Source: an optimization exercise on an open RTL-to-GDS flow (aim: small area). Production flows keep margins and buffers that such runs may drop. Where RTL was checked, it was by simulation tests only, not by an equivalence proof against the original. For runs 5 to 7, only the layout was checked, not whether the RTL still works. The clock input has no modelled driver; a real chip could not lean on it and would need a root buffer or a full tree. Power and IR drop assume default switching activity.

==> design.v <==
`timescale 1ps/1ps
module top (
    input  clk,
    input  n_rst,
    input  rxd,
    output txd
);
    localparam PARSE = 2'd0, COMP = 2'd1, OUTP = 2'd2, ZF = 2'd3;
    reg  [4:0]  c;       
    reg  [1:0]  mode;
    reg  [3:0]  n;       
    reg  [4:0]  seq;     
    reg  [15:0] A, B;
    reg  [32:0] R;
    reg  [7:0]  SR;      
    reg         sgn;     
    reg         opl;     
    reg         opy;     
    reg         sa, sb;  
    reg         C;       
    reg         d;       
    wire parse = (mode == PARSE);
    wire comp  = (mode == COMP);
    wire outp  = (mode == OUTP);
    wire smp   = (c[3:0] == 4'hf);
    wire c0    = (c == 5'd0);
    wire c1    = (c == 5'd1);
    wire c16   = (c == 5'd16);
    wire c31   = (c == 5'd31);
    wire mul   = opl & ~opy;
    wire div   = opl & opy;
    wire sub   = ~opl & opy;
    wire zfill    = (mode == ZF);                  
    wire rxp      = parse | zfill;
    wire rx_bit   = parse & (n != 4'd0) & (n != 4'd9) & smp;
    wire win      = parse & (n == 4'd9);           
    wire win_end  = win & smp;
    wire digit    = SR[4] | SR[6];                  
    wire fieldA   = (seq >= 5'd3) & (seq <= 5'd7);
    wire fieldB   = (seq >= 5'd9) & (seq <= 5'd12);
    wire insA     = win & fieldA & digit;
    wire insB     = win & fieldB & digit;
    wire step  = comp & opl & seq[4];
    wire shl   = step | (comp & div & (seq == 5'd0) & ~c[4]);
    wire T     = shl ? R[32] : R[31];
    wire load = outp & n[3] & (c[4:2] == {~seq[2] ^ div, ~seq[1], ~seq[0]});
    reg X, Ys, inv, init, cinv, wA, wB, wR, qinv, updd;
    always @(*) begin
        X = 1'b0; Ys = 1'b0; inv = 1'b0; init = 1'b0; cinv = 1'b0;
        wA = 1'b0; wB = 1'b0; wR = 1'b0; qinv = 1'b0; updd = 1'b0;
        if (parse) begin
            if (insA | insB) begin
                X = SR[0];
                Ys = SR[6] & ((c[3:0] == 4'd0) | (c[3:0] == 4'd3));
                init = (c[3:0] == 4'd0);
                wA = insA; wB = insB;
            end
        end else if (comp) begin
            if (~opl) begin
                if (seq == 5'd14) begin          
                    Ys = c[4] ? (sgn & sa) : A[15];
                    init = c0; wR = 1'b1;
                end else if (seq == 5'd15) begin  
                    X = T; Ys = c[4] ? (sgn & sb) : B[15];
                    inv = sub; init = c0; cinv = sub; wR = 1'b1;
                end
            end else if ((seq == 5'd14) | (seq == 5'd2)) begin
                Ys = c[4] ? B[15] : A[15];
                inv = 1'b1; init = c0 | c16; cinv = 1'b1;
                wA = ~c[4] & sgn & sa; wB = c[4] & sgn & sb;
            end else if (seq == 5'd15) begin
                Ys = mul ? (c[4] & B[15]) : (~c[4] & A[15]);
                init = c0; wR = 1'b1; updd = 1'b1;
            end else if (step) begin
                if (mul) begin                   
                    X = ~c0 & T;
                    Ys = ~c[4] & (c0 ? R[0] : d) & A[15];
                    init = c0; wR = 1'b1;
                end else if (c0 & (seq != 5'd16)) begin
                    X = T; inv = ~d; wR = 1'b1; qinv = 1'b1; updd = 1'b1;
                end else if (c[4]) begin         
                    X = T; Ys = B[15]; inv = ~d; init = c16; cinv = ~d;
                    wR = 1'b1;
                end
            end else if (seq == 5'd0) begin
                if (div) begin
                    if (c0) begin
                        X = T; inv = ~d; wR = 1'b1; qinv = 1'b1; updd = 1'b1;
                    end else if (c[4]) begin     
                        X = T; Ys = d & B[15]; init = c16; wR = 1'b1;
                    end
                end
            end else if (seq == 5'd1) begin
                if (sgn & (sa ^ sb) & (mul | ~c[4])) begin
                    Ys = T; inv = 1'b1; init = c0; cinv = 1'b1; wR = 1'b1;
                end
            end
        end
    end
    wire Y   = Ys ^ inv;
    wire Ce  = init ? cinv : C;
    wire sum = X ^ Y ^ Ce;
    wire Cn  = (X & Y) | (X & Ce) | (Y & Ce);
    always @(posedge clk or negedge n_rst)
        if (!n_rst) c <= 5'd0;
        else c <= c + 5'd1;
    always @(posedge clk) begin
        A <= {A[14:0], ~zfill & (wA ? sum : A[15])};
        B <= {B[14:0], ~zfill & (wB ? sum : B[15])};
    end
    always @(posedge clk)
        R <= {R[31:0], wR ? (sum ^ qinv) : T};
    always @(posedge clk) begin
        C <= Cn;
        if (updd) d <= sum & ~(comp & (seq == 5'd15));
        else if (step & mul & c0) d <= R[0];
    end
    always @(posedge clk) begin
        if (rx_bit) SR <= {rxd, SR[7:1]};
        else if (insA | insB | load)
            SR[3:0] <= {load ? R[31] : insA ? A[15] : B[15], SR[3:1]};
        if (win_end & (seq == 5'd2)) sgn <= ~SR[2];
        if (win_end & (seq == 5'd8)) begin
            opl <= ~SR[0] | (SR[1] & SR[2]);
            opy <= SR[2];
        end
        if (parse & smp) begin
            sa <= A[15];
            sb <= B[15];
        end
    end
    always @(posedge clk or negedge n_rst)
        if (!n_rst) begin
            mode <= ZF;
            n <= 4'd0;
            seq <= 5'd0;
        end else begin
            if (smp) begin
                if (n == 4'd9) n <= 4'd0;
                else if ((n != 4'd0) | ~rxp | ~rxd) n <= n + 4'd1;
            end
            case (mode)
                ZF: if (smp) mode <= PARSE;
                PARSE: begin
                    if (win_end) begin
                        if (seq == 5'd0) seq <= (SR == 8'h49) ? 5'd1 : 5'd0;
                        else if (seq == 5'd13) begin
                            mode <= COMP;
                        end else seq <= seq + 5'd1;
                    end
                end
                COMP: begin
                    if (c31) begin
                        if (seq != 5'd3) seq <= seq + 5'd1;
                        else if (n[3:1] == 3'b011) begin
                            mode <= OUTP;
                            seq <= 5'd0;
                        end
                    end
                end
                default: begin
                    if (smp & (n == 4'd9)) begin
                        if (seq == 5'd8) begin
                            mode <= PARSE;
                            seq <= 5'd0;
                        end else seq <= seq + 5'd1;
                    end
                end
            endcase
        end
    wire [3:0] dg = SR[3:0];
    wire       L  = dg[3] & (dg[2] | dg[1]);
    wire [3:0] e  = dg + {1'b0, L, L, L};
    reg tx;
    always @(*) begin
        if (~outp | (seq == 5'd0)) tx = 1'b1;
        else case (n)
            4'd0: tx = 1'b0;
            4'd1: tx = e[0];
            4'd2: tx = e[1];
            4'd3: tx = e[2];
            4'd4: tx = e[3];
            4'd5: tx = ~L;
            4'd6: tx = 1'b1;
            4'd7: tx = L;
            4'd8: tx = 1'b0;
            default: tx = 1'b1;
        endcase
    end
    assign txd = tx;
endmodule
==> flow/run.sh <==
#!/bin/bash
# Layout flow: the standard flow, except that synthesis maps the logic
# with yosys's default abc script (no full-adder extraction), and CTS uses
# the arguments in flow/cts_args.txt, after which flow/post_cts.tcl
# merges the leaf clusters in pairs (4 clkbuf_16 leaves, no root).  Registers are the standard ones.
set -euo pipefail
W=$(pwd)
CTS="$(cat $W/flow/cts_args.txt 2>/dev/null || true)"
# synthesis with our script
sed -e "s|SYNTH_SCRIPT=[^ ]*|SYNTH_SCRIPT=$W/flow/synth.tcl ADDER_MAP_FILE=|" standard.sh > my_synth.sh
bash my_synth.sh synth > synth.log 2>&1
# the rest of the standard flow
if [[ -n "$CTS" ]]; then
  sed -e "s|SYNTH_SCRIPT=[^ ]*|& CTS_ARGS='$CTS' POST_CTS_TCL=$W/flow/post_cts.tcl CTS_ARGS='$CTS' POST_CTS_TCL=$W/flow/post_cts.tcl BUFFER_PORTS_ARGS='-buffer_cell sky130_fd_sc_hd__buf_1'|" standard.sh > my_std.sh
else
  cp standard.sh my_std.sh
fi
bash my_std.sh > layout.log 2>&1
==> flow/cts_args.txt <==
-sink_clustering_enable -dont_use_dummy_load -root_buf sky130_fd_sc_hd__clkbuf_8 -buf_list sky130_fd_sc_hd__clkbuf_4 -repair_clock_nets
==> flow/post_cts.tcl <==
# After CTS: merge the clock tree's leaf clusters in pairs, drive each pair
# by one clkbuf_16 placed at the centre of its flip-flops and fed straight
# from the clock port (4 leaf buffers, so the port drives 4 pins), and drop
# the root buffer.  Every flip-flop still sees one buffer between the clock
# port and its clock pin.
set block [ord::get_db_block]
set root [$block findInst clkbuf_0_clk]
if {$root eq "NULL"} { puts "post_cts: no root buffer, tree left as is"; return }
set clknet [[$root findITerm A] getNet]
set rootnet [[$root findITerm X] getNet]
set leaves {}
foreach it [$rootnet getITerms] { if {[$it getInst] ne $root} { lappend leaves [$it getInst] } }
set leaves [lsort -command {apply {{a b} {string compare [$a getName] [$b getName]}}} $leaves]
if {[llength $leaves] != 8} { puts "post_cts: [llength $leaves] leaves, tree left as is"; return }
set keep {}
for {set i 0} {$i < 8} {incr i 2} {
  set k [lindex $leaves $i]
  set o [lindex $leaves [expr {$i + 1}]]
  set knet [[$k findITerm X] getNet]
  set onet [[$o findITerm X] getNet]
  foreach it [$onet getITerms] { if {[$it getInst] ne $o} { $it disconnect; $it connect $knet } }
  odb::dbInst_destroy $o
  odb::dbNet_destroy $onet
  [$k findITerm A] disconnect
  [$k findITerm A] connect $clknet
  # move the buffer to the centre of its sinks
  set sx 0; set sy 0; set ns 0
  foreach it [$knet getITerms] {
    set in [$it getInst]
    if {$in eq $k} continue
    set b [$in getBBox]
    set sx [expr {$sx + ([$b xMin] + [$b xMax]) / 2}]
    set sy [expr {$sy + ([$b yMin] + [$b yMax]) / 2}]
    incr ns
  }
  if {$ns > 0} { $k setLocation [expr {$sx / $ns}] [expr {$sy / $ns}] }
  lappend keep [$k getName]
}
odb::dbInst_destroy $root
odb::dbNet_destroy $rootnet
foreach k $keep { replace_cell [get_cells $k] sky130_fd_sc_hd__clkbuf_16 }
puts "post_cts: 4 leaf buffers: $keep"
detailed_placement
check_placement -verbose
estimate_parasitics -placement
report_clock_skew
==> flow/synth.tcl <==
proc synth {args} { yosys synth -nofsm -noshare {*}$args }
set f [open $::env(SCRIPTS_DIR)/synth.tcl]; set s [read $f]; close $f
set s [string map [list {log_cmd abc {*}$abc_args} {log_cmd abc {*}$::my_abc_args}] $s]
source $::env(SCRIPTS_DIR)/synth_preamble.tcl
# area-oriented mapping: two rounds of choice computation and area mapping
set ::my_abc_args [list -script "+strash;ifraig;scorr;dc2;strash;&get,-n;&dch,-f;&nf,-R,1000;&put;strash;&get,-n;&dch,-f;&nf,-R,1000;&put" {*}$lib_args {*}$lib_dont_use_args]
eval $s
# left out here: clear keep_hierarchy, flatten, clean up, hide names made inside functions, write 1_2_yosys.v
==> standard.sh <==
#!/bin/bash
# synth_recipe.tcl (not shown) runs the flow's synth.tcl, then flattens the netlist and writes it again
# the make line also repeats each setting of config.mk as NAME=value (left out here)
make -C /OpenROAD-flow-scripts/flow DESIGN_CONFIG=/design/flow/config.mk WORK_HOME=/design/flow/orfs CLKGATE_MAP_FILE= SYNTH_SCRIPT=/design/flow/synth_recipe.tcl "${@:-finish}"
==> config.mk <==
export PLATFORM = sky130hd
export DESIGN_NAME = top
export DESIGN_NICKNAME = top
export VERILOG_FILES = /design/flow/design.v
export SDC_FILE = /design/flow/constraint.sdc
export NUM_CORES = 4
export LEC_CHECK = 0
export CAP_MARGIN = 20
export CORE_MARGIN = 2
export CORE_UTILIZATION = 40
export PLACE_DENSITY = 0.6
export SLEW_MARGIN = 20
==> constraint.sdc <==
create_clock -name core_clock -period 14.0 [get_ports {clk}]
set_input_delay 2.8000 -clock core_clock [delete_from_list [all_inputs] [get_ports {clk}]]
set_output_delay 2.8000 -clock core_clock [all_outputs]
set_load 0.01 [all_outputs]
==> qor.yml, run 1 <==
placement:
  io_buffers: 3
  gp_congestion: 0.897
  dp_hpwl_um: 4820
power:
  power.total_mw: 0.398
  vdd_drop_max_uv: 58.9
  p_per_area_mw_per_mm2: 110
  p_leak_nw: 1.34
route:
  drt_first_pass_iters: 5
  ant_nets: 0
  vias: 2322
  drt-initial-drc-count: 171
  wl_per_cell_um: 15.9
  viasPerCell: 5.44
  wl_um: 6800
  drc: 0
logic_synthesis:
  synth_cell_types: 42
  ys_ff_latch: 96
  synth_mux_area_share_pct: 1.26
  synth-compound-area-share_pct: 12.0
  synth.avg_cell_area_sq_um: 10.7
  seq_area_frac_synth_pct: 63.5
  synthXorXnorAreaFrac_pct: 4.15
  syn_nets: 318
  synth_warnings: 1
  synth_edf_count: 14
  synthFlopType: "dfxtp_1"
  synthArstFlopShare_pct: 16.7
  syn_inst: 315
  synth_simple_gate_area_share_pct: 18.2
  netlist_area_sq_mm: 0.00338
  synthAdderAreaFrac_pct: 0.296
  synth_top_family_by_area: "simple AND/OR/NAND/NOR gates"
die:
  coreArea_sq_mm: 0.00822
  dieArea_sq_mm: 0.00920
  die_w_um: 95.9
  rows: 33
  start_util_pct: 41.1
  ioPinCount: 4
  die_y_um: 95.9
timing:
  tightestPinTransition_ps: 977
  finalSetupViolations: 0
  drv_slew: 0
  final_hold_viol_count: 0
  max_freq_mhz: 203
  worst_clock_skew_ps: 11.6
  relSlewSlack_pct: 34.3
  rsz0062_at_grt: "false"
  fin_crit_sh_pct: 35.1
  post-route-min-period_ps: 4910
  setup_tns_ps: 0
layout:
  nNetsFinal: 327
  final_cell_mix: "dfxtp_1, nand2_1, nor2_1"
  area_growth_pct: 7.37
  diodes: 0
  final_common_cell: "dfxtp_1"
  final_layout_size_suffix_gt1_share_pct: 2.17
  n_fill_cell: 790
status:
  outcome: "finished clean"
grt:
  grt_pass1_vias: 2057
  grt_start_max_net_pins: 29
  antenna_found_initial: 0
  grt-ovfl-total: 0
  grt_use_total_pct: 15.9
  grt_pass1_wl_um: 11000
run:
  max-cap-violations: 0
setup_path:
  crit_type: "reg -> out"
  cp-end-kind: "output pin"
  start_kind: "flip-flop"
  arrival_ps: 2110
  worstPathMaxFanout: 8
  cp_data_required_time_ps: 11200
hold_path:
  hp-class: "reg -> reg"
clocking:
  path_clk_slew_ps: 90
  clk_latency_ps: 160
  cts.sinks: 96
[kinds of logic (layout without fill, tap and decap cells)]
group / count (synthesis) / in the layout
and+or+nand+nor: 128 / 128
DFF: 96 / 96
adders and majority gates: 1 / 1
AOI/OAI and AO/OA: 64 / 64
muxes: 4 / 4
buffers and inverters: 6 / 13
xor gates and xnor gates: 16 / 16
[worst paths after layout]
path | end | cells past startpoint | start | slack, ps
min reg2reg | B[8] | 0 | B[7] | 330
max | txd | 8 | SR[2] | 9090
max in group asynchronous | seq[2] | 1 | n_rst | 10770
min | B[8] | 0 | B[7] | 330
max reg2reg | A[0] | 14 | seq[2] | 9680
min in group asynchronous | seq[3] | 1 | n_rst | 2710
[layout make-up]
type,instances,area [sq um],share of cell area (%)
flip-flops and latches,96,2140,59.1
multi-input cells,213,1220,33.6
well taps,105,131,3.62
clock buffers,4,100,2.76
inverters,6,22.5,0.621
repair buffers,3,11.3,0.310
[critical path: stages (launching register included)]
cell and delay (ps):
edfxtp_1 510, o21ai_0 370, xnor2_1 110, nand2_1 80
a31oi_1 60, a31oi_1 140, nor2_1 50, or4_1 490
buf_1 150
[metrics by stage]
step | setup slack (ps) | instance area (sq um) | hold WS, ps | instances | util (%)
6_report | 9090 | 3630 | 330 | 427 | 44.1
5_1_grt | 8900 | 3630 | 338 | 427 | 44.1
3_5_place_dp | 9270 | 3520 | 312 | 423 | 42.9
3_3_place_gp | 9350 | 3520 | 310 | 423 | 42.9
2_1_floorplan | 9480 | 3380 | 310 | 315 | -
[power breakdown]
group	total [mW]	internal, mW	switching [mW]
Sequential	0.279	0.279	0
Combinational	0.00112	0.000122	0.00100
Clock	0.118	0.0523	0.0654
Total	0.398	0.332	0.0664
[sequential cells by signal (all words and copies together), names as in the netlist, 2 cells and up]
name	flops
A	16
B	16
R	33
SR	8
c	5
mode	2
n	4
seq	5
[Yosys cell counts (all sizes together), types with 2 or more instances]
master,count,area [sq um]
xnor2,10,87.6
clkinv,6,22.5
nand2b,4,25.0
and2,3,18.8
a22oi,3,22.5
and3,4,25.0
nor2b,11,68.8
a31oi,8,50.1
nand4,5,31.3
dfstp,2,52.6
mux2,2,22.5
xor2,6,52.6
nor2,28,105
mux2i,2,20.0
o21ai,22,110
dfrtp,14,350
edfxtp,14,420
a21oi,10,50.1
nand4b,2,17.5
nand3,11,55.1
dfxtp,66,1320
o21a,3,22.5
nor4,8,50.1
or3,2,12.5
o31ai,2,15.0
a221oi,3,26.3
nand2,39,146
nor3,9,45.0
a21o,3,22.5
[routing by layer]
metal / vias up / global-route usage [%] / wire length, um
li1: 1144 / - / -
met1: 1109 / 24.3 / 3460
met2: 61 / 22.8 / 2940
met3: 8 / 2.74 / 308
met4: 0 / 4.76 / 92
met5: - / 0 / 0
==> run 2, diff against run 1 <==
--- a/flow/run.sh
+++ b/flow/run.sh
@@ -13,3 +13,3 @@
 if [[ -n "$CTS" ]]; then
-  sed -e "s|SYNTH_SCRIPT=[^ ]*|& CTS_ARGS='$CTS' POST_CTS_TCL=$W/flow/post_cts.tcl CTS_ARGS='$CTS' POST_CTS_TCL=$W/flow/post_cts.tcl BUFFER_PORTS_ARGS='-buffer_cell sky130_fd_sc_hd__buf_1'|" standard.sh > my_std.sh
+  sed -e "s|SYNTH_SCRIPT=[^ ]*|& CTS_ARGS='$CTS' POST_CTS_TCL=$W/flow/post_cts.tcl|" standard.sh > my_std.sh
 else
==> run 2 against run 1 <==
Largest power group unchanged. Clock skew up 2.6 ps. Critical path depth unchanged. Critical endpoint unchanged. Count of clock-buffer cells in the layout unchanged. Routed wire length down 1.7%. Sequential power about the same. Die area unchanged. Hold slack worse by 5.6 ps. Cell count unchanged. Setup slack worse by 330 ps. Sequential share of layout area down 0.30 points.
==> qor.yml, run 2 <==
status:
  outcome: "finished clean"
clocking:
  path_clk_slew_ps: 100
  cts.sinks: 96
  clk_latency_ps: 160
route:
  vias: 2320
  drt_first_pass_iters: 5
  viasPerCell: 5.43
  drc: 0
  drt-initial-drc-count: 228
  ant_nets: 0
  wl_um: 6680
  wl_per_cell_um: 15.6
setup_path:
  r2r_slack_ps: 9770
  crit_type: "reg -> out"
  worstPathMaxFanout: 8
  rr_startpoint: "seq[2]"
  arrival_ps: 2450
  cp_data_required_time_ps: 11200
  r2r_end: "A[0]"
  reg2reg_depth: 14
  start_kind: "flip-flop"
  cp-end-kind: "output pin"
power:
  p_leak_nw: 1.35
  vdd_drop_max_uv: 75.9
  power.total_mw: 0.399
  p_per_area_mw_per_mm2: 109
logic_synthesis:
  synthFlopType: "dfxtp_1"
  yosys.area.top_type_share_pct: 39.1
  synth.avg_cell_area_sq_um: 10.7
  syn_nets: 318
  synth_edf_count: 14
  synth_cell_types: 42
  synthArstFlopShare_pct: 16.7
  synth_most_common_cell: "dfxtp_1"
  synth_area_leaders: "dfxtp_1, edfxtp_1, dfrtp_1"
  ys_ff_latch: 96
  syn_inst: 315
  synth_warnings: 1
  netlist_area_sq_mm: 0.00338
  ys_top_cells_by_count: "dfxtp_1, nand2_1, nor2_1, o21ai_0"
  seq_area_frac_synth_pct: 63.5
  synth_area_leader_cell: "dfxtp_1"
die:
  rows: 33
  dieArea_sq_mm: 0.00920
  ioPinCount: 4
  die_y_um: 95.9
  coreArea_sq_mm: 0.00822
  die_w_um: 95.9
  start_util_pct: 41.1
layout:
  n_fill_cell: 793
  final_cell_mix: "dfxtp_1, nand2_1, nor2_1"
  seqCellArea_sq_mm: 0.00214
  final_area_sq_mm: 0.00365
  final_cell_count_no_fill: 427
  diodes: 0
  regMostFlops: "R"
  final_common_cell: "dfxtp_1"
  nNetsFinal: 327
  area_growth_pct: 7.93
  largest_reg_flops: 33
  top_regs: "R (33), A (16), B (16)"
  multi_input_area_sq_mm: 0.00122
  final_layout_size_suffix_gt1_share_pct: 2.17
placement:
  placed_cells: 423
  dp_hpwl_um: 4800
  placed_cell_area_sq_mm: 0.00354
  gp_congestion: 0.937
  io_buffers: 3
timing:
  drv_slew: 0
  relSlewSlack_pct: 41.5
  fin_crit_sh_pct: 37.5
  finalSetupViolations: 0
  worst_clock_skew_ps: 14.2
  setup_tns_ps: 0
  final_hold_viol_count: 0
  max_freq_mhz: 191
  rsz0062_at_grt: "false"
  tightestPinTransition_ps: 870
  post-route-min-period_ps: 5250
grt:
  grt-ovfl-total: 0
  grt_use_total_pct: 15.7
  grt_pass1_vias: 2125
  grt_start_max_net_pins: 31
  grt_pass1_wl_um: 11000
  antenna_found_initial: 0
hold_path:
  hp-class: "reg -> reg"
  holdPathStages: 0
  holdCritStartpoint: "A[11]"
  holdPathEnd: "A[12]"
run:
  max-cap-violations: 0
## run 2: cell counts after synthesis
No cell type changed its count.
## run 2: power breakdown
group	total [mW]	internal, mW	leakage, nW	switching, mW
sequential	0.279	0.279	0.853	0
clock	0.118	0.0523	0.0493	0.0657
combinational	0.00144	0.000496	0.447	0.000944
## run 2: cell families after synthesis
logic type	share of synthesized area, %
AO/OA/AOI/OAI	12.0
XOR/XNOR	4.15
adder cells (fa/ha/maj)	0.296
buffers and inverters	0.667
flip-flops	63.5
multiplexers	1.26
AND/OR/NAND/NOR	18.2
## run 2: cell type report
class | instances | area share, %
clock buffer | 4 | 2.75
inverter | 6 | 0.618
multi-input combinational | 213 | 33.4
sequential | 96 | 58.8
tap | 105 | 3.60
timing repair buffer | 3 | 0.824
## run 2: through the flow
stage	hold slack [ps]	util (%)	setup slack (ps)
after floorplan	310	-	9480
after global placement	310	43.1	9000
after detailed placement	312	43.1	8930
after global routing	333	44.4	8610
final	324	44.4	8750
## run 2: worst max-delay path by stage
stage	start	endpoint	slack (ps)	cells past startpoint
2_1_floorplan	SR[1]	txd	9480	6
5_1_grt	SR[2]	txd	8610	8
3_5_place_dp	SR[2]	txd	8930	8
6_report	SR[2]	txd	8750	8
3_3_place_gp	SR[2]	txd	9000	8
## run 2: routing by layer
layer  vias to the layer above  track usage, %  share of wire [%]
met4                         0            5.83                1.9
met1                      1079            23.0                 48
met5                         -               0                  0
met2                        92            22.6                 43
met3                        11            3.37                7.7
li1                       1138               -                  -
## run 2: worst max-delay path, stage by stage (launching register included)
cell	delay (ps)
edfxtp_1	490
o21ai_0	350
xnor2_1	120
nand2_1	80
a31oi_1	70
a31oi_1	150
nor2_1	50
or4_1	510
clkdlybuf4s50_1	490
==> run 3, diff against run 2 <==
--- a/design.v
+++ b/design.v
@@ -18,5 +18,6 @@
     reg         opy;     
-    reg         sa, sb;  
     reg         C;       
     reg         d;       
+    wire sa = SR[7];
+    wire sb = SR[6];
     wire parse = (mode == PARSE);
@@ -126,5 +127,5 @@
         end
-        if (parse & smp) begin
-            sa <= A[15];
-            sb <= B[15];
+        if (comp & (seq == 5'd13) & smp) begin
+            SR[7] <= A[15];
+            SR[6] <= B[15];
         end
--- a/flow/run.sh
+++ b/flow/run.sh
@@ -4,3 +4,4 @@
 # the arguments in flow/cts_args.txt, after which flow/post_cts.tcl
-# merges the leaf clusters in pairs (4 clkbuf_16 leaves, no root).  Registers are the standard ones.
+# merges the leaf clusters in pairs (4 clkbuf_16 leaves, no root), and
+# the port buffers are buf_1.  Registers are the standard ones.
 set -euo pipefail
@@ -13,3 +14,3 @@
 if [[ -n "$CTS" ]]; then
-  sed -e "s|SYNTH_SCRIPT=[^ ]*|& CTS_ARGS='$CTS' POST_CTS_TCL=$W/flow/post_cts.tcl|" standard.sh > my_std.sh
+  sed -e "s|SYNTH_SCRIPT=[^ ]*|& CTS_ARGS='$CTS' POST_CTS_TCL=$W/flow/post_cts.tcl BUFFER_PORTS_ARGS='-buffer_cell sky130_fd_sc_hd__buf_1'|" standard.sh > my_std.sh
 else
==> run 3 against run 2 <==
Core utilization down 0.55 points. Design area down 2.2%. Routed wire length down 4.6%. Setup slack better by 590 ps. Total power down 2.4%. Area after synthesis down 1.9%. Clock power about the same. Global-route usage down 0.35 points. Via count down 0.91%. Register-to-register slack worse by 110 ps. Count of clock-buffer cells in the layout unchanged. Largest power group unchanged. Highest routed layer unchanged.
==> qor.yml, run 3 <==
layout:
  largest_reg_flops: 33
  regMostFlops: "R"
  final_area_sq_mm: 0.00356
  final_layout_size_suffix_gt1_share_pct: 2.15
  area_growth_pct: 7.51
  nNetsFinal: 331
  final_common_cell: "dfxtp_1"
  top_regs: "R (33), A (16), B (16)"
  n_fill_cell: 784
  diodes: 0
  final_cell_mix: "dfxtp_1, nand2_1, nor2_1"
setup_path:
  cpPeakStageDelay_ps: 570
  start_kind: "flip-flop"
  cp-end-kind: "output pin"
  arrival_ps: 1860
  worstPathMaxFanout: 11
  crit_type: "reg -> out"
  cp_data_required_time_ps: 11200
  critPathTopFamily: "simple AND/OR/NAND/NOR gates"
  cp_cell_sequence: "nor3_1, nand2_1, nand3_1, buf_1"
  crit_slowest_cell: "nor3_1"
  path_buf_inv: 1
grt:
  antenna_found_initial: 0
  grt_pass1_wl_um: 10800
  grt_start_max_net_pins: 34
  grt-ovfl-total: 0
  grt_use_total_pct: 15.3
  grt_pass1_vias: 2146
logic_synthesis:
  syn_nets: 322
  synth_area_leader_cell: "dfxtp_1"
  yosys.area.top_type_share_pct: 39.8
  synth_area_leaders: "dfxtp_1, edfxtp_1, dfrtp_1"
  synth_cell_types: 44
  synth_warnings: 1
  ys_ff_latch: 94
  synth_edf_count: 12
  synth_most_common_cell: "dfxtp_1"
  syn_inst: 319
  synthFlopType: "dfxtp_1"
  netlist_area_sq_mm: 0.00332
  synthArstFlopShare_pct: 17.0
  seq_area_frac_synth_pct: 62.9
  ys_top_cells_by_count: "dfxtp_1, nand2_1, nor2_1, o21ai_0, a21oi_1"
  synth.avg_cell_area_sq_um: 10.4
route:
  drt_first_pass_iters: 5
  viasPerCell: 5.33
  drt-initial-drc-count: 186
  drc: 0
  wl_per_cell_um: 14.8
  ant_nets: 0
  vias: 2299
  wl_um: 6370
timing:
  setup_tns_ps: 0
  holdWs_ps: 317
  tightestPinTransition_ps: 865
  finalSetupViolations: 0
  max_freq_mhz: 215
  worst_clock_skew_ps: 22.3
  final_hold_viol_count: 0
  relSlewSlack_pct: 42.3
  drv_slew: 0
  fin_crit_sh_pct: 33.3
  post-route-min-period_ps: 4660
  rsz0062_at_grt: "false"
clocking:
  path_clk_slew_ps: 110
  cts.sinks: 94
  clk_latency_ps: 170
power:
  p_leak_nw: 1.31
  vdd_drop_max_uv: 91.7
  p_per_area_mw_per_mm2: 109
die:
  start_util_pct: 40.8
  ioPinCount: 4
  die_y_um: 95.0
  dieArea_sq_mm: 0.00903
  rows: 33
  coreArea_sq_mm: 0.00813
  die_w_um: 95.0
placement:
  dp_hpwl_um: 4520
  gp_congestion: 0.896
  io_buffers: 3
  placed_cell_area_sq_mm: 0.00346
status:
  outcome: "finished clean"
run:
  max-cap-violations: 0
hold_path:
  hp-class: "reg -> reg"
run 3: cell count changes after synthesis, sizes merged, moves of 3 or more:
| cell | delta |
|---|---|
| o21ai | +8 |
| nand3 | -4 |
| a31oi | +3 |
| nor2 | +4 |
| nor2b | -3 |
| nor4 | -5 |
| a22oi | -3 |
| xor2 | -3 |
| a21oi | +7 |
run 3: cell families after synthesis:
kind of cell    synth area share, %
simple gates                   17.6
xor+xnor                       3.17
compound gates                 14.5
fa+ha+maj                     0.302
mux                           0.641
buf+inv                       0.906
flops                          62.9
run 3: cell type report:
class / instances / area [sq um] / area share (%)
sequential: 94 / 2080 / 58.5
multi-input combinational: 217 / 1210 / 33.9
tap: 105 / 131 / 3.69
clock buffer: 4 / 100 / 2.81
inverter: 8 / 30.0 / 0.842
timing repair buffer: 3 / 11.3 / 0.316
run 3: metal layers:
metal | wire [um] | up-vias | global-route usage (%) | share of wire, %
met4 | 84 | 0 | 3.86 | 1.3
met5 | 0 | - | 0 | 0
met3 | 311 | 7 | 4.35 | 4.9
met1 | 3260 | 1085 | 22.8 | 51
li1 | - | 1155 | - | -
met2 | 2720 | 52 | 21.9 | 43
run 3: power by group:
| part | switching (mW) | internal [mW] | leakage (nW) |
|---|---|---|---|
| Sequential | 0 | 0.273 | 0.840 |
| Clock | 0.0629 | 0.0522 | 0.0493 |
| Combinational | 0.00114 | 0.000192 | 0.419 |
run 3: worst paths after layout:
path / from / end / slack, ps / depth (start not counted)
worst max-delay path: seq[2] / txd / 9340 / 4
worst min-delay path: B[1] / B[2] / 320 / 0
worst max register to register: mode[0] / d / 9660 / 16
worst min register to register: B[1] / B[2] / 320 / 0
max in group asynchronous: n_rst / n[2] / 10720 / 1
min in group asynchronous: n_rst / c[3] / 2730 / 1
run 3: stage by stage:
step | setup slack (ps) | power (mW) | utilization (%) | instances
final | 9340 | 0.389 | 43.8 | 431
after detailed placement | 9580 | 0.280 | 42.5 | 427
after global placement | 9640 | 0.280 | 42.5 | 427
after global routing | 9200 | 0.402 | 43.8 | 431
after floorplan | 9850 | 0.279 | - | 319
==> run 4, diff against run 3 <==
--- a/design.v
+++ b/design.v
@@ -19,5 +19,5 @@
     reg         C;       
-    reg         d;       
     wire sa = SR[7];
     wire sb = SR[6];
+    wire d  = SR[5];     
     wire parse = (mode == PARSE);
@@ -115,4 +115,2 @@
         C <= Cn;
-        if (updd) d <= sum & ~(comp & (seq == 5'd15));
-        else if (step & mul & c0) d <= R[0];
     end
@@ -127,2 +125,4 @@
         end
+        if (updd) SR[5] <= sum & ~(comp & (seq == 5'd15));
+        else if (step & mul & c0) SR[5] <= R[0];
         if (comp & (seq == 5'd13) & smp) begin
==> run 4 against run 3 <==
Synthesized cell count is 1.3% higher. Global-route usage is 1.0 points higher. Core utilization is essentially flat. Highest routed layer unchanged. Largest cell class unchanged.
==> qor.yml, run 4 <==
status:
  outcome: "finished clean"
timing:
  fin_crit_sh_pct: 32.9
  final_hold_viol_count: 0
  worst_clock_skew_ps: 20.8
  drv_slew: 0
  relSlewSlack_pct: 27.7
  finalSetupViolations: 0
  setup_tns_ps: 0
  tightestPinTransition_ps: 1070
  max_freq_mhz: 217
  post-route-min-period_ps: 4600
  setup_ws_ps: 9400
  rsz0062_at_grt: "false"
layout:
  diodes: 0
  regMostFlops: "R"
  final_cell_mix: "dfxtp_1, nand2_1, nor2_1, o21ai_0, a21oi_1"
  final_layout_size_suffix_gt1_share_pct: 1.82
  top_regs: "R (33), A (16), B (16)"
  largest_reg_flops: 33
  area_growth_pct: 7.35
  nNetsFinal: 335
  final_common_cell: "dfxtp_1"
clocking:
  cts.sinks: 93
  clk_latency_ps: 160
  path_clk_slew_ps: 90
route:
  vias: 2427
  drt-initial-drc-count: 225
  viasPerCell: 5.58
  wl_per_cell_um: 15.3
  drt_first_pass_iters: 5
  ant_nets: 0
  drc: 0
  wl_um: 6670
grt:
  grt_start_max_net_pins: 31
  antenna_found_initial: 0
  grt_pass1_vias: 2178
  grt-ovfl-total: 0
  grt_use_total_pct: 16.3
  grt_pass1_wl_um: 11300
die:
  ioPinCount: 4
  start_util_pct: 40.8
  coreArea_sq_mm: 0.00809
  die_w_um: 94.9
  die_y_um: 94.9
  dieArea_sq_mm: 0.00900
  rows: 33
setup_path:
  cpPeakStageDelay_ps: 450
  crit_type: "reg -> out"
  cp-end-kind: "output pin"
  start_kind: "flip-flop"
  rr_startpoint: "mode[0]"
  worstPathMaxFanout: 6
  reg2reg_depth: 14
  arrival_ps: 1800
  cp_data_required_time_ps: 11200
  setup.worst_path.start: "SR[3]"
  r2r_end: "SR[5]"
  cp_cell_sequence: "clkinv_1, or3_1, a221oi_1, a211oi_1, o32ai_1, nand2_1, buf_1"
  r2r_slack_ps: 10600
  crit_slowest_cell: "edfxtp_1"
hold_path:
  holdPathEnd: "A[10]"
  holdCritStartpoint: "A[9]"
  holdPathStages: 0
  hp-class: "reg -> reg"
logic_synthesis:
  synth_warnings: 1
  netlist_area_sq_mm: 0.00330
  ys_top_cells_by_count: "dfxtp_1, nand2_1, nor2_1, o21ai_0, a21oi_1"
  syn_inst: 323
  synth_most_common_cell: "dfxtp_1"
  yosys.area.top_type_share_pct: 40.0
  syn_nets: 326
  synth_area_leader_cell: "dfxtp_1"
  seq_area_frac_synth_pct: 62.2
  synthFlopType: "dfxtp_1"
  synth.avg_cell_area_sq_um: 10.2
  synth_area_leaders: "dfxtp_1, dfrtp_1, edfxtp_1"
  synth_edf_count: 11
  synth_cell_types: 40
  ys_ff_latch: 93
  synthArstFlopShare_pct: 17.2
placement:
  io_buffers: 3
  dp_hpwl_um: 4700
  place_ws_ps: 9600
  gp_congestion: 0.898
power:
  p_per_area_mw_per_mm2: 110
  pwr-share-seq_pct: 69.5
  p_int_mw: 0.324
  swShare_pct: 17.2
  power.net_switching_mw: 0.0671
  vdd_drop_max_uv: 57.4
  p_leak_nw: 1.26
  combPwrFrac_pct: 1.0
  pwr-share-clk_pct: 29.5
run:
  max-cap-violations: 0
-- run 4: final cells by class --
type	count	area (sq um)
inverters	12	45.0
multi-input cells	218	1200
well taps	105	131
flip-flops and latches	93	2050
fillers	815	4550
repair buffers	3	11.3
clock buffers	4	100
-- run 4: worst max path at each step --
stage | cells past startpoint | slack [ps] | endpoint
2_1_floorplan | 5 | 9860 | txd
3_3_place_gp | 7 | 9710 | txd
3_5_place_dp | 6 | 9600 | txd
5_1_grt | 7 | 9270 | txd
6_report | 7 | 9400 | txd
-- run 4: critical path, delay by kind of cell (launching register included) --
family / cells / cell delay, ps
AOI/OAI and AO/OA: 3 / 540
buffers and inverters: 2 / 240
DFF: 1 / 450
and+or+nand+nor: 2 / 410
-- run 4: layer usage --
layer  track usage [%]  vias to the layer above  wire length [um]
met5                 0                        -                 0
met4              4.95                        0               102
met3              3.03                       10               430
met2              23.9                      101              2880
met1              24.4                     1147              3250
li1                  -                     1169                 -
-- run 4: power groups by stage --
| stage | Clock (mW) | Combinational, mW | Sequential [mW] |
|---|---|---|---|
| 3_5_place_dp | 0 | 0.00389 | 0.278 |
| 5_1_grt | 0.129 | 0.00449 | 0.272 |
| 2_1_floorplan | 0 | 0.00229 | 0.277 |
| 6_report | 0.115 | 0.00394 | 0.272 |
| 3_3_place_gp | 0 | 0.00383 | 0.277 |
-- run 4: cells by family (layout without fill, tap and decap cells) --
group | count (synthesis) | count (layout) | synth area share (%)
mux | 5 | 5 | 1.59
flops | 93 | 93 | 62.2
compound gates | 78 | 78 | 13.9
buf+inv | 12 | 19 | 1.36
simple gates | 122 | 122 | 17.4
xor+xnor | 12 | 12 | 3.18
fa+ha+maj | 1 | 1 | 0.303
-- run 4: per-stage QoR --
| stage | hold slack, ps | util (%) | area, sq um | power, mW | instances |
|---|---|---|---|---|---|
| after global placement | 311 | 42.6 | 3450 | 0.281 | 431 |
| after global routing | 326 | 43.8 | 3550 | 0.406 | 435 |
| final | 324 | 43.8 | 3550 | 0.391 | 435 |
| after floorplan | 310 | - | 3300 | 0.279 | 323 |
| after detailed placement | 312 | 42.6 | 3450 | 0.282 | 431 |
==> run 5, diff against run 4 <==
--- a/design.v
+++ b/design.v
@@ -19,5 +19,5 @@
     reg         C;       
+    reg         d;       
     wire sa = SR[7];
     wire sb = SR[6];
-    wire d  = SR[5];     
     wire parse = (mode == PARSE);
@@ -47,6 +47,6 @@
     wire load = outp & n[3] & (c[4:2] == {~seq[2] ^ div, ~seq[1], ~seq[0]});
-    reg X, Ys, inv, init, cinv, wA, wB, wR, qinv, updd;
+    reg X, Ys, inv, init, cinv, wA, wB, wR, qinv;
     always @(*) begin
         X = 1'b0; Ys = 1'b0; inv = 1'b0; init = 1'b0; cinv = 1'b0;
-        wA = 1'b0; wB = 1'b0; wR = 1'b0; qinv = 1'b0; updd = 1'b0;
+        wA = 1'b0; wB = 1'b0; wR = 1'b0; qinv = 1'b0;
         if (parse) begin
@@ -73,3 +73,3 @@
                 Ys = mul ? (c[4] & B[15]) : (~c[4] & A[15]);
-                init = c0; wR = 1'b1; updd = 1'b1;
+                init = c0; wR = 1'b1;
             end else if (step) begin
@@ -80,3 +80,3 @@
                 end else if (c0 & (seq != 5'd16)) begin
-                    X = T; inv = ~d; wR = 1'b1; qinv = 1'b1; updd = 1'b1;
+                    X = T; inv = ~d; wR = 1'b1; qinv = 1'b1;
                 end else if (c[4]) begin         
@@ -88,3 +88,3 @@
                     if (c0) begin
-                        X = T; inv = ~d; wR = 1'b1; qinv = 1'b1; updd = 1'b1;
+                        X = T; inv = ~d; wR = 1'b1; qinv = 1'b1;
                     end else if (c[4]) begin     
@@ -115,2 +115,5 @@
         C <= Cn;
+        if (comp & (seq == 5'd15)) d <= 1'b0;
+        else if (step & c0) d <= mul ? R[0] : (seq == 5'd16) ? 1'b0 : T ^ ~d ^ C;
+        else if (comp & (seq == 5'd0) & c0) d <= T ^ ~d ^ C;
     end
@@ -125,4 +128,2 @@
         end
-        if (updd) SR[5] <= sum & ~(comp & (seq == 5'd15));
-        else if (step & mul & c0) SR[5] <= R[0];
         if (comp & (seq == 5'd13) & smp) begin
==> run 5 against run 4 <==
Cell count is 1.6% higher. Clock skew is 6.2 ps higher. Sequential share of layout area is 0.27 points lower. Area after synthesis is 1.6% higher. Routed wire length is 1.9% higher. Largest cell class unchanged. Non-clock buffer count stayed put. Design area is 1.4% higher. Total power hardly changed. Setup slack worse by 110 ps. Critical endpoint unchanged. Core utilization is 0.18 points higher.
==> qor.yml, run 5 <==
logic_synthesis:
  synth_edf_count: 11
  ys_ff_latch: 94
  synth_warnings: 1
  synth_area_leaders: "dfxtp_1, dfrtp_1, edfxtp_1"
  syn_nets: 333
  synth.avg_cell_area_sq_um: 10.2
  ys_top_cells_by_count: "dfxtp_1, nand2_1, nor2_1, o21ai_0, a21oi_1"
  seq_area_frac_synth_pct: 61.8
  synthArstFlopShare_pct: 17.0
  synth_cell_types: 43
  yosys.area.top_type_share_pct: 40.0
  synth_area_leader_cell: "dfxtp_1"
  netlist_area_sq_mm: 0.00335
  syn_inst: 330
  synthFlopType: "dfxtp_1"
  synth_most_common_cell: "dfxtp_1"
layout:
  diodes: 0
  final_area_sq_mm: 0.00360
  largest_reg_flops: 33
  final_util_pct: 44.0
  nNetsFinal: 342
  regMostFlops: "R"
  final_layout_size_suffix_gt1_share_pct: 1.78
  multi_input_area_sq_mm: 0.00125
  n_fill_cell: 782
  top_regs: "R (33), A (16), B (16)"
  final_common_cell: "dfxtp_1"
  area_growth_pct: 7.24
  final_cell_mix: "dfxtp_1, nand2_1, nor2_1"
  seqCellArea_sq_mm: 0.00207
die:
  rows: 33
  start_util_pct: 41.0
  ioPinCount: 4
  dieArea_sq_mm: 0.00913
  coreArea_sq_mm: 0.00818
  die_w_um: 95.6
  die_y_um: 95.6
setup_path:
  crit_type: "reg -> out"
  cp_cell_sequence: "or3_1, nor3_1, nand3b_1, buf_1"
  start_kind: "flip-flop"
  r2r_slack_ps: 10040
  crit_slowest_cell: "dfrtp_1"
  path_buf_inv: 1
  worstPathMaxFanout: 11
  rr_startpoint: "mode[0]"
  crit_cells: 4
  cpPeakStageDelay_ps: 490
  reg2reg_depth: 15
  cp-end-kind: "output pin"
  r2r_end: "R[0]"
  setup.worst_path.start: "seq[2]"
  critPathTopFamily: "simple AND/OR/NAND/NOR gates"
  arrival_ps: 1910
  cp_data_required_time_ps: 11200
  endpoint: "txd"
route:
  wl_um: 6800
  drc: 0
  wl_per_cell_um: 15.4
  viasPerCell: 5.33
  ant_nets: 0
  drt_first_pass_iters: 4
  drt-initial-drc-count: 300
  vias: 2358
placement:
  gp_congestion: 0.913
  io_buffers: 3
  placed_cell_area_sq_mm: 0.00350
  place_ws_ps: 9490
  dp_hpwl_um: 4870
timing:
  holdWs_ps: 319
  worst_clock_skew_ps: 27.0
  relSlewSlack_pct: 39.7
  rsz0062_at_grt: "false"
  final_hold_viol_count: 0
  fin_crit_sh_pct: 33.7
  post-route-min-period_ps: 4710
  max_freq_mhz: 212
  drv_slew: 0
  setup_ws_ps: 9290
  setup_tns_ps: 0
  tightestPinTransition_ps: 904
  finalSetupViolations: 0
grt:
  grt_pass1_wl_um: 11300
  grt-ovfl-total: 0
  grt_start_max_net_pins: 34
  grt_use_total_pct: 16.4
  antenna_found_initial: 0
  grt_pass1_vias: 2184
run:
  max-cap-violations: 0
power:
  p_per_area_mw_per_mm2: 109
  p_leak_nw: 1.34
  vdd_drop_max_uv: 71.0
clocking:
  clk_latency_ps: 170
  path_clk_slew_ps: 110
  cts.sinks: 94
status:
  outcome: "finished clean"
hold_path:
  hp-class: "reg -> reg"
[run 5: per-layer routing]
metal,track usage (%),vias up,part of all wire (%)
met5,0,-,0
met4,5.60,0,1.6
met3,3.00,11,5.5
met2,23.8,58,43
met1,24.3,1101,50
li1,-,1188,-
[run 5: final cells by class]
class                           instances  share of cell area (%)
Sequential cell                        94                    57.7
Inverter                                8                   0.835
Timing Repair Buffer                    3                   0.313
Multi-Input combinational cell        228                    34.7
Tap cell                              105                    3.65
Clock buffer                            4                    2.78
[run 5: metrics by stage]
step	std cells	total power [mW]
after floorplan	330	0.278
after global placement	438	0.280
after detailed placement	438	0.280
after global routing	442	0.406
final	442	0.391
[run 5: cells by family (layout without fill, tap and decap cells)]
family	count (synthesis)	after routing	share of synthesized area, %
xor+xnor	14	14	3.66
flops	94	94	61.8
mux	3	3	0.932
compound gates	78	78	13.6
buf+inv	8	15	0.895
fa+ha+maj	1	1	0.298
simple gates	132	132	18.8
[run 5: how the worst min path moves through the flow]
| stage | cells past startpoint | end | startpoint |
|---|---|---|---|
| 2_1_floorplan | 0 | A[10] | A[9] |
| 3_3_place_gp | 0 | R[15] | R[14] |
| 3_5_place_dp | 0 | B[7] | B[6] |
| 5_1_grt | 0 | B[8] | B[7] |
| 6_report | 0 | R[22] | R[21] |
[run 5: power by group]
| part | internal, mW | switching, mW |
|---|---|---|
| Combinational | 0.000193 | 0.00110 |
| Sequential | 0.272 | 0 |
| Clock | 0.0523 | 0.0647 |
==> run 6, diff against run 5 <==
--- a/design.v
+++ b/design.v
@@ -18,6 +18,5 @@
     reg         opy;     
+    reg         sa, sb;  
     reg         C;       
     reg         d;       
-    wire sa = SR[7];
-    wire sb = SR[6];
     wire parse = (mode == PARSE);
@@ -46,7 +45,7 @@
     wire T     = shl ? R[32] : R[31];
-    wire load = outp & n[3] & (c[4:2] == {~seq[2] ^ div, ~seq[1], ~seq[0]});
-    reg X, Ys, inv, init, cinv, wA, wB, wR, qinv;
+    wire load = outp & ((n == 4'd9) | (n == 4'd0)) & (c[4:2] == {~seq[2] ^ div, ~seq[1], ~seq[0]});
+    reg X, Ys, inv, init, cinv, wA, wB, wR, qinv, updd;
     always @(*) begin
         X = 1'b0; Ys = 1'b0; inv = 1'b0; init = 1'b0; cinv = 1'b0;
-        wA = 1'b0; wB = 1'b0; wR = 1'b0; qinv = 1'b0;
+        wA = 1'b0; wB = 1'b0; wR = 1'b0; qinv = 1'b0; updd = 1'b0;
         if (parse) begin
@@ -73,3 +72,3 @@
                 Ys = mul ? (c[4] & B[15]) : (~c[4] & A[15]);
-                init = c0; wR = 1'b1;
+                init = c0; wR = 1'b1; updd = 1'b1;
             end else if (step) begin
@@ -80,3 +79,3 @@
                 end else if (c0 & (seq != 5'd16)) begin
-                    X = T; inv = ~d; wR = 1'b1; qinv = 1'b1;
+                    X = T; inv = ~d; wR = 1'b1; qinv = 1'b1; updd = 1'b1;
                 end else if (c[4]) begin         
@@ -88,3 +87,3 @@
                     if (c0) begin
-                        X = T; inv = ~d; wR = 1'b1; qinv = 1'b1;
+                        X = T; inv = ~d; wR = 1'b1; qinv = 1'b1; updd = 1'b1;
                     end else if (c[4]) begin     
@@ -115,5 +114,4 @@
         C <= Cn;
-        if (comp & (seq == 5'd15)) d <= 1'b0;
-        else if (step & c0) d <= mul ? R[0] : (seq == 5'd16) ? 1'b0 : T ^ ~d ^ C;
-        else if (comp & (seq == 5'd0) & c0) d <= T ^ ~d ^ C;
+        if (updd) d <= sum & ~(comp & (seq == 5'd15));
+        else if (step & mul & c0) d <= R[0];
     end
@@ -128,5 +126,5 @@
         end
-        if (comp & (seq == 5'd13) & smp) begin
-            SR[7] <= A[15];
-            SR[6] <= B[15];
+        if (parse & smp) begin
+            sa <= A[15];
+            sb <= B[15];
         end
@@ -154,16 +152,12 @@
                 COMP: begin
-                    if (c31) begin
-                        if (seq != 5'd3) seq <= seq + 5'd1;
-                        else if (n[3:1] == 3'b011) begin
-                            mode <= OUTP;
-                            seq <= 5'd0;
-                        end
-                    end
+                    if ((seq == 5'd3) & smp & (n == 4'd8)) begin
+                        mode <= OUTP;
+                        seq <= 5'd0;
+                    end else if (c31 & (seq != 5'd3)) seq <= seq + 5'd1;
                 end
                 default: begin
-                    if (smp & (n == 4'd9)) begin
-                        if (seq == 5'd8) begin
-                            mode <= PARSE;
-                            seq <= 5'd0;
-                        end else seq <= seq + 5'd1;
+                    if (smp & (n == 4'd8)) seq <= seq + 5'd1;
+                    if (smp & (n == 4'd9) & (seq == 5'd8)) begin
+                        mode <= PARSE;
+                        seq <= 5'd0;
                     end
@@ -177,3 +171,3 @@
     always @(*) begin
-        if (~outp | (seq == 5'd0)) tx = 1'b1;
+        if (~outp) tx = 1'b1;
         else case (n)
==> run 6 against run 5 <==
Register-to-register slack got worse by 80 ps. Largest cell class unchanged. Highest routed layer unchanged. Synthesized cell count decreased by 0.91%. Core utilization increased by 0.24 points. Global-route usage decreased by 1.4 points. Sequential share of layout area increased by 1.3 points. Count of clock-buffer cells in the layout unchanged. Die area increased by 0.86%. Clock power about the same.
==> qor.yml, run 6 <==
status:
  outcome: "finished clean"
power:
  combPwrFrac_pct: 0.5
  vdd_drop_max_uv: 94.6
  pwr-share-seq_pct: 70.4
  pwr-share-clk_pct: 29.1
  p_leak_nw: 1.36
  swShare_pct: 16.4
  power.net_switching_mw: 0.0650
  p_int_mw: 0.332
  p_per_area_mw_per_mm2: 109
setup_path:
  start_kind: "flip-flop"
  cp_cell_sequence: "o21ai_0, o21ai_0, nand2_1, a21oi_1, or3_1, nand4_1, buf_1"
  worstPathMaxFanout: 8
  cp_data_required_time_ps: 11200
  cpPeakStageDelay_ps: 510
  crit_top_cell: "o21ai_0"
  crit_type: "reg -> out"
  arrival_ps: 1950
  crit_slowest_cell: "edfxtp_1"
  cp-end-kind: "output pin"
die:
  start_util_pct: 41.2
  dieArea_sq_mm: 0.00921
  ioPinCount: 4
  coreArea_sq_mm: 0.00822
  die_w_um: 96.0
  rows: 33
  die_y_um: 96.0
timing:
  final_hold_viol_count: 0
  relSlewSlack_pct: 40.5
  post-route-min-period_ps: 4750
  setup_tns_ps: 0
  finalSetupViolations: 0
  drv_slew: 0
  max_freq_mhz: 210
  rsz0062_at_grt: "false"
  worst_clock_skew_ps: 13.9
  fin_crit_sh_pct: 33.9
  tightestPinTransition_ps: 885
run:
  max-cap-violations: 0
clocking:
  clk_latency_ps: 160
  cts.sinks: 96
  path_clk_slew_ps: 90
layout:
  diodes: 0
  final_common_cell: "dfxtp_1"
  final_util_pct: 44.2
  nNetsFinal: 340
  largest_reg_flops: 33
  final_cell_mix: "dfxtp_1, nand2_1, nor2_1"
  multi_input_area_sq_mm: 0.00122
  area_growth_pct: 7.39
  final_layout_size_suffix_gt1_share_pct: 2.09
  regMostFlops: "R"
  seqCellArea_sq_mm: 0.00214
  top_regs: "R (33), A (16), B (16)"
  n_fill_cell: 784
logic_synthesis:
  synth_cell_types: 36
  syn_nets: 330
  ys_top_cells_by_count: "dfxtp_1, nand2_1, nor2_1, o21ai_0, a21oi_1"
  seq_area_frac_synth_pct: 63.4
  synthArstFlopShare_pct: 16.7
  ys_ff_latch: 96
  synth_area_leader_cell: "dfxtp_1"
  yosys.area.top_type_share_pct: 39.0
  netlist_area_sq_mm: 0.00338
  synthFlopType: "dfxtp_1"
  synth_most_common_cell: "dfxtp_1"
  synth_warnings: 1
  syn_inst: 327
  synth_area_leaders: "dfxtp_1, edfxtp_1, dfrtp_1"
  synth_edf_count: 14
  synth.avg_cell_area_sq_um: 10.4
placement:
  gp_congestion: 0.856
  dp_hpwl_um: 4580
  io_buffers: 3
route:
  drc: 0
  wl_um: 6280
  viasPerCell: 5.25
  drt-initial-drc-count: 111
  drt_first_pass_iters: 4
  wl_per_cell_um: 14.3
  vias: 2308
  ant_nets: 0
grt:
  grt_pass1_vias: 2160
  grt_use_total_pct: 15.0
  grt_pass1_wl_um: 10600
  grt_start_max_net_pins: 29
  grt-ovfl-total: 0
  antenna_found_initial: 0
hold_path:
  hp-class: "reg -> reg"
run 6: changes by cell type after synthesis, moves of 3 or more:
cell      change
o21ai_0       -5
o31ai_1       -3
a31oi_1       +4
edfxtp_1      +3
nor4_1        +3
and2_0        +4
run 6: logic make-up after synthesis:
logic type,after synthesis,share of synthesized area (%)
muxes,3,0.887
buffers and inverters,6,0.665
AOI/OAI and AO/OA,68,11.6
and+or+nand+nor,141,20.1
xor gates and xnor gates,13,3.36
DFF,96,63.4
run 6: final timing paths:
path | from | end | slack [ps] | depth (start not counted)
worst max-delay path | SR[2] | txd | 9250 | 7
worst min register to register | R[20] | R[21] | 320 | 0
worst min-delay path | R[20] | R[21] | 320 | 0
worst max register to register | seq[2] | R[0] | 9960 | 15
max in group asynchronous | n_rst | c[4] | 10740 | 1
min in group asynchronous | n_rst | seq[1] | 2730 | 1
run 6: final cells by class:
type | count | share of cell area [%]
flip-flops and latches | 96 | 59.0
inverters | 6 | 0.620
repair buffers | 4 | 0.516
multi-input cells | 225 | 33.5
well taps | 105 | 3.61
clock buffers | 4 | 2.75
run 6: worst max-delay path, delay by kind of cell, from the launching register on:
family	cells	cell delay, ps
buffers and inverters	1	150
and+or+nand+nor	3	490
AOI/OAI and AO/OA	3	650
DFF	1	510
run 6: layer usage:
metal  wire length, um  track usage (%)
met1              3090             21.3
met2              2890             23.2
met3               212             2.51
met4                91             5.12
met5                 0                0
run 6: power groups by stage:
stage / Combinational, mW / Clock [mW] / Sequential (mW)
floorplan: 0.000795 / 0 / 0.286
global placement: 0.00207 / 0 / 0.286
detailed placement: 0.00216 / 0 / 0.286
global route: 0.00248 / 0.128 / 0.280
finish: 0.00210 / 0.115 / 0.280
run 6: metrics by stage:
step / cells / total power [mW] / area (sq um) / hold slack (ps) / setup WS (ps)
floorplan: 327 / 0.287 / 3380 / 310 / 9740
detailed placement: 436 / 0.288 / 3530 / 312 / 9450
global placement: 436 / 0.288 / 3530 / 310 / 9540
finish: 440 / 0.397 / 3630 / 315 / 9250
global route: 440 / 0.410 / 3630 / 318 / 9110
==> run 7, diff against run 6 <==
--- a/design.v
+++ b/design.v
@@ -18,5 +18,6 @@
     reg         opy;     
-    reg         sa, sb;  
     reg         C;       
     reg         d;       
+    wire sa = SR[7];
+    wire sb = SR[6];
     wire parse = (mode == PARSE);
@@ -126,5 +127,5 @@
         end
-        if (parse & smp) begin
-            sa <= A[15];
-            sb <= B[15];
+        if (comp & (seq == 5'd13) & smp) begin
+            SR[7] <= A[15];
+            SR[6] <= B[15];
         end
==> run 7 against run 6 <==
Setup slack improved by 230 ps. Critical path depth fell by 2. First-iteration DRC count rose by 14%. Fmax rose by 5.0%. Routed wire length rose by 2.6%. Hold slack got worse by 1.3 ps. Non-clock buffer count did not move. Count of clock-buffer cells in the layout did not move. Synthesized cell count fell by 1.5%. Area after synthesis fell by 0.81%. Clock skew rose by 6.7 ps. Critical path type unchanged. Highest routed layer unchanged.
==> qor.yml, run 7 <==
grt:
  antenna_found_initial: 0
  grt_use_total_pct: 15.3
  grt_start_max_net_pins: 31
  grt_pass1_wl_um: 10800
  grt-ovfl-total: 0
  grt_pass1_vias: 2115
layout:
  top_regs: "R (33), A (16), B (16)"
  regMostFlops: "R"
  n_fill_cell: 820
  final_common_cell: "dfxtp_1"
  diodes: 0
  final_util_pct: 44.1
  final_cell_mix: "dfxtp_1, nor2_1, nand2_1"
  nNetsFinal: 335
  area_growth_pct: 7.45
  final_layout_size_suffix_gt1_share_pct: 2.12
  largest_reg_flops: 33
setup_path:
  cp_cell_sequence: "o21ai_0, a31oi_1, a311o_1, nand4_1, buf_1"
  cpPeakStageDelay_ps: 500
  crit_slowest_cell: "edfxtp_1"
  reg2reg_depth: 15
  cp_data_required_time_ps: 11200
  crit_type: "reg -> out"
  start_kind: "flip-flop"
  rr_startpoint: "mode[0]"
  r2r_end: "A[0]"
  cp-end-kind: "output pin"
  worstPathMaxFanout: 8
  r2r_slack_ps: 9920
  arrival_ps: 1720
timing:
  max_freq_mhz: 221
  worst_clock_skew_ps: 20.6
  post-route-min-period_ps: 4520
  final_hold_viol_count: 0
  setup_tns_ps: 0
  finalSetupViolations: 0
  drv_slew: 0
  relSlewSlack_pct: 45.0
  rsz0062_at_grt: "false"
  fin_crit_sh_pct: 32.3
  tightestPinTransition_ps: 824
  holdWs_ps: 314
power:
  vdd_drop_max_uv: 72.8
  p_per_area_mw_per_mm2: 109
  p_leak_nw: 1.31
logic_synthesis:
  synth_most_common_cell: "dfxtp_1"
  ys_ff_latch: 94
  synthArstFlopShare_pct: 17.0
  synth_cell_types: 44
  synth_area_leader_cell: "dfxtp_1"
  netlist_area_sq_mm: 0.00336
  yosys.area.top_type_share_pct: 39.4
  synth_edf_count: 12
  synthFlopType: "dfxtp_1"
  syn_nets: 325
  synth_area_leaders: "dfxtp_1, edfxtp_1, dfrtp_1"
  syn_inst: 322
  ys_top_cells_by_count: "dfxtp_1, nor2_1, nand2_1, a21oi_1, a31oi_1"
  synth_warnings: 1
  synth.avg_cell_area_sq_um: 10.4
  seq_area_frac_synth_pct: 62.1
route:
  drt-initial-drc-count: 126
  drt_first_pass_iters: 5
  viasPerCell: 5.54
  ant_nets: 0
  wl_um: 6450
  drc: 0
  wl_per_cell_um: 14.8
  vias: 2411
clocking:
  path_clk_slew_ps: 100
  cts.sinks: 94
  clk_latency_ps: 160
placement:
  io_buffers: 3
  gp_congestion: 0.909
  dp_hpwl_um: 4670
run:
  max-cap-violations: 0
die:
  coreArea_sq_mm: 0.00818
  die_y_um: 95.6
  dieArea_sq_mm: 0.00914
  start_util_pct: 41.1
  ioPinCount: 4
  die_w_um: 95.6
  rows: 33
hold_path:
  hp-class: "reg -> reg"
  holdPathStages: 0
  holdCritStartpoint: "A[12]"
  holdPathEnd: "A[13]"
status:
  outcome: "finished clean"
==> run 7: worst max-delay path by stage <==
stage                     cells after the start   to  slack [ps]  startpoint
after floorplan                               4  txd        9930       SR[2]
after global placement                        5  txd        9760       SR[2]
after detailed placement                      5  txd        9670       SR[2]
after global routing                          6  txd        9400       SR[2]
final                                         5  txd        9480       SR[2]
==> run 7: final cells by class <==
class | count | area (sq um) | area share [%]
Sequential cell | 94 | 2080 | 57.8
Multi-Input combinational cell | 219 | 1240 | 34.3
Tap cell | 105 | 131 | 3.64
Clock buffer | 4 | 100 | 2.77
Inverter | 9 | 33.8 | 0.937
Timing Repair Buffer | 4 | 18.8 | 0.520
==> run 7: stage by stage <==
stage	instance area, sq um	cells	setup WS [ps]	power [mW]
2_1_floorplan	3360	322	9930	0.281
3_3_place_gp	3510	431	9760	0.283
3_5_place_dp	3510	431	9670	0.283
5_1_grt	3610	435	9400	0.407
6_report	3610	435	9480	0.393
==> run 7: where the power goes <==
| part | leakage [nW] | switching (mW) | internal (mW) | total (mW) |
|---|---|---|---|---|
| logic | 0.432 | 0.00192 | 0.000985 | 0.00290 |
| clock network | 0.0493 | 0.0639 | 0.0522 | 0.116 |
| registers | 0.828 | 0.000754 | 0.273 | 0.274 |
==> run 7: worst max-delay path: cells and delay by family, from the launching register on <==
kind	cells	cell delay (ps)
buffers and inverters	1	150
DFF	1	500
AOI/OAI and AO/OA	3	850
and+or+nand+nor	1	80
==> run 7: kinds of logic after synthesis <==
family | Yosys count | share of synthesized area, %
buffers and inverters | 9 | 1.01
AOI/OAI and AO/OA | 74 | 13.6
DFF | 94 | 62.1
xor gates and xnor gates | 13 | 3.39
muxes | 4 | 1.23
and+or+nand+nor | 128 | 18.7
==> run 7: layer usage <==
metal | routed length, um | up-vias | track usage [%]
met1 | 3040 | 1131 | 22.7
li1 | - | 1183 | -
met3 | 456 | 8 | 3.95
met2 | 2880 | 89 | 22.7
met5 | 0 | - | 0
met4 | 72 | 0 | 2.86

==> port drivers added, routing unchanged <==
No port has a modelled driver above. Below, the same layouts with a new extraction and two added sets of constraints.
Step 1 assumes that a clkbuf_16 drives the clock port and a buf_2 every other input.
Step 2 times the ports against the registers' clock, not the clock port: input delays grow and output delays shrink by t, the midpoint of the rising clock arrivals with the driver on.
a / b / c = ideal ports / drivers / drivers and shift; a / b = the first two.
run | t (ns) | slack for setup (ns) | latest minus earliest clock arrival (ns) | worst slew at a driven data input, ns
run 1 | 0.228 | 9.085 / 9.007 / 9.235 | 0.012 / 0.012 | 0.03
run 2 | 0.227 | 8.754 / 8.679 / 8.906 | 0.017 / 0.016 | 0.03
run 3 | 0.225 | 9.340 / 9.266 / 9.492 | 0.031 / 0.031 | 0.03
run 4 | 0.227 | 9.399 / 9.323 / 9.550 | 0.025 / 0.025 | 0.04
run 5 | 0.231 | 9.285 / 9.208 / 9.439 | 0.027 / 0.028 | 0.03
run 6 | 0.222 | 9.248 / 9.174 / 9.396 | 0.015 / 0.015 | 0.03
run 7 | 0.224 | 9.476 / 9.402 / 9.626 | 0.022 / 0.022 | 0.03
After both steps every run listed still meets setup and hold.
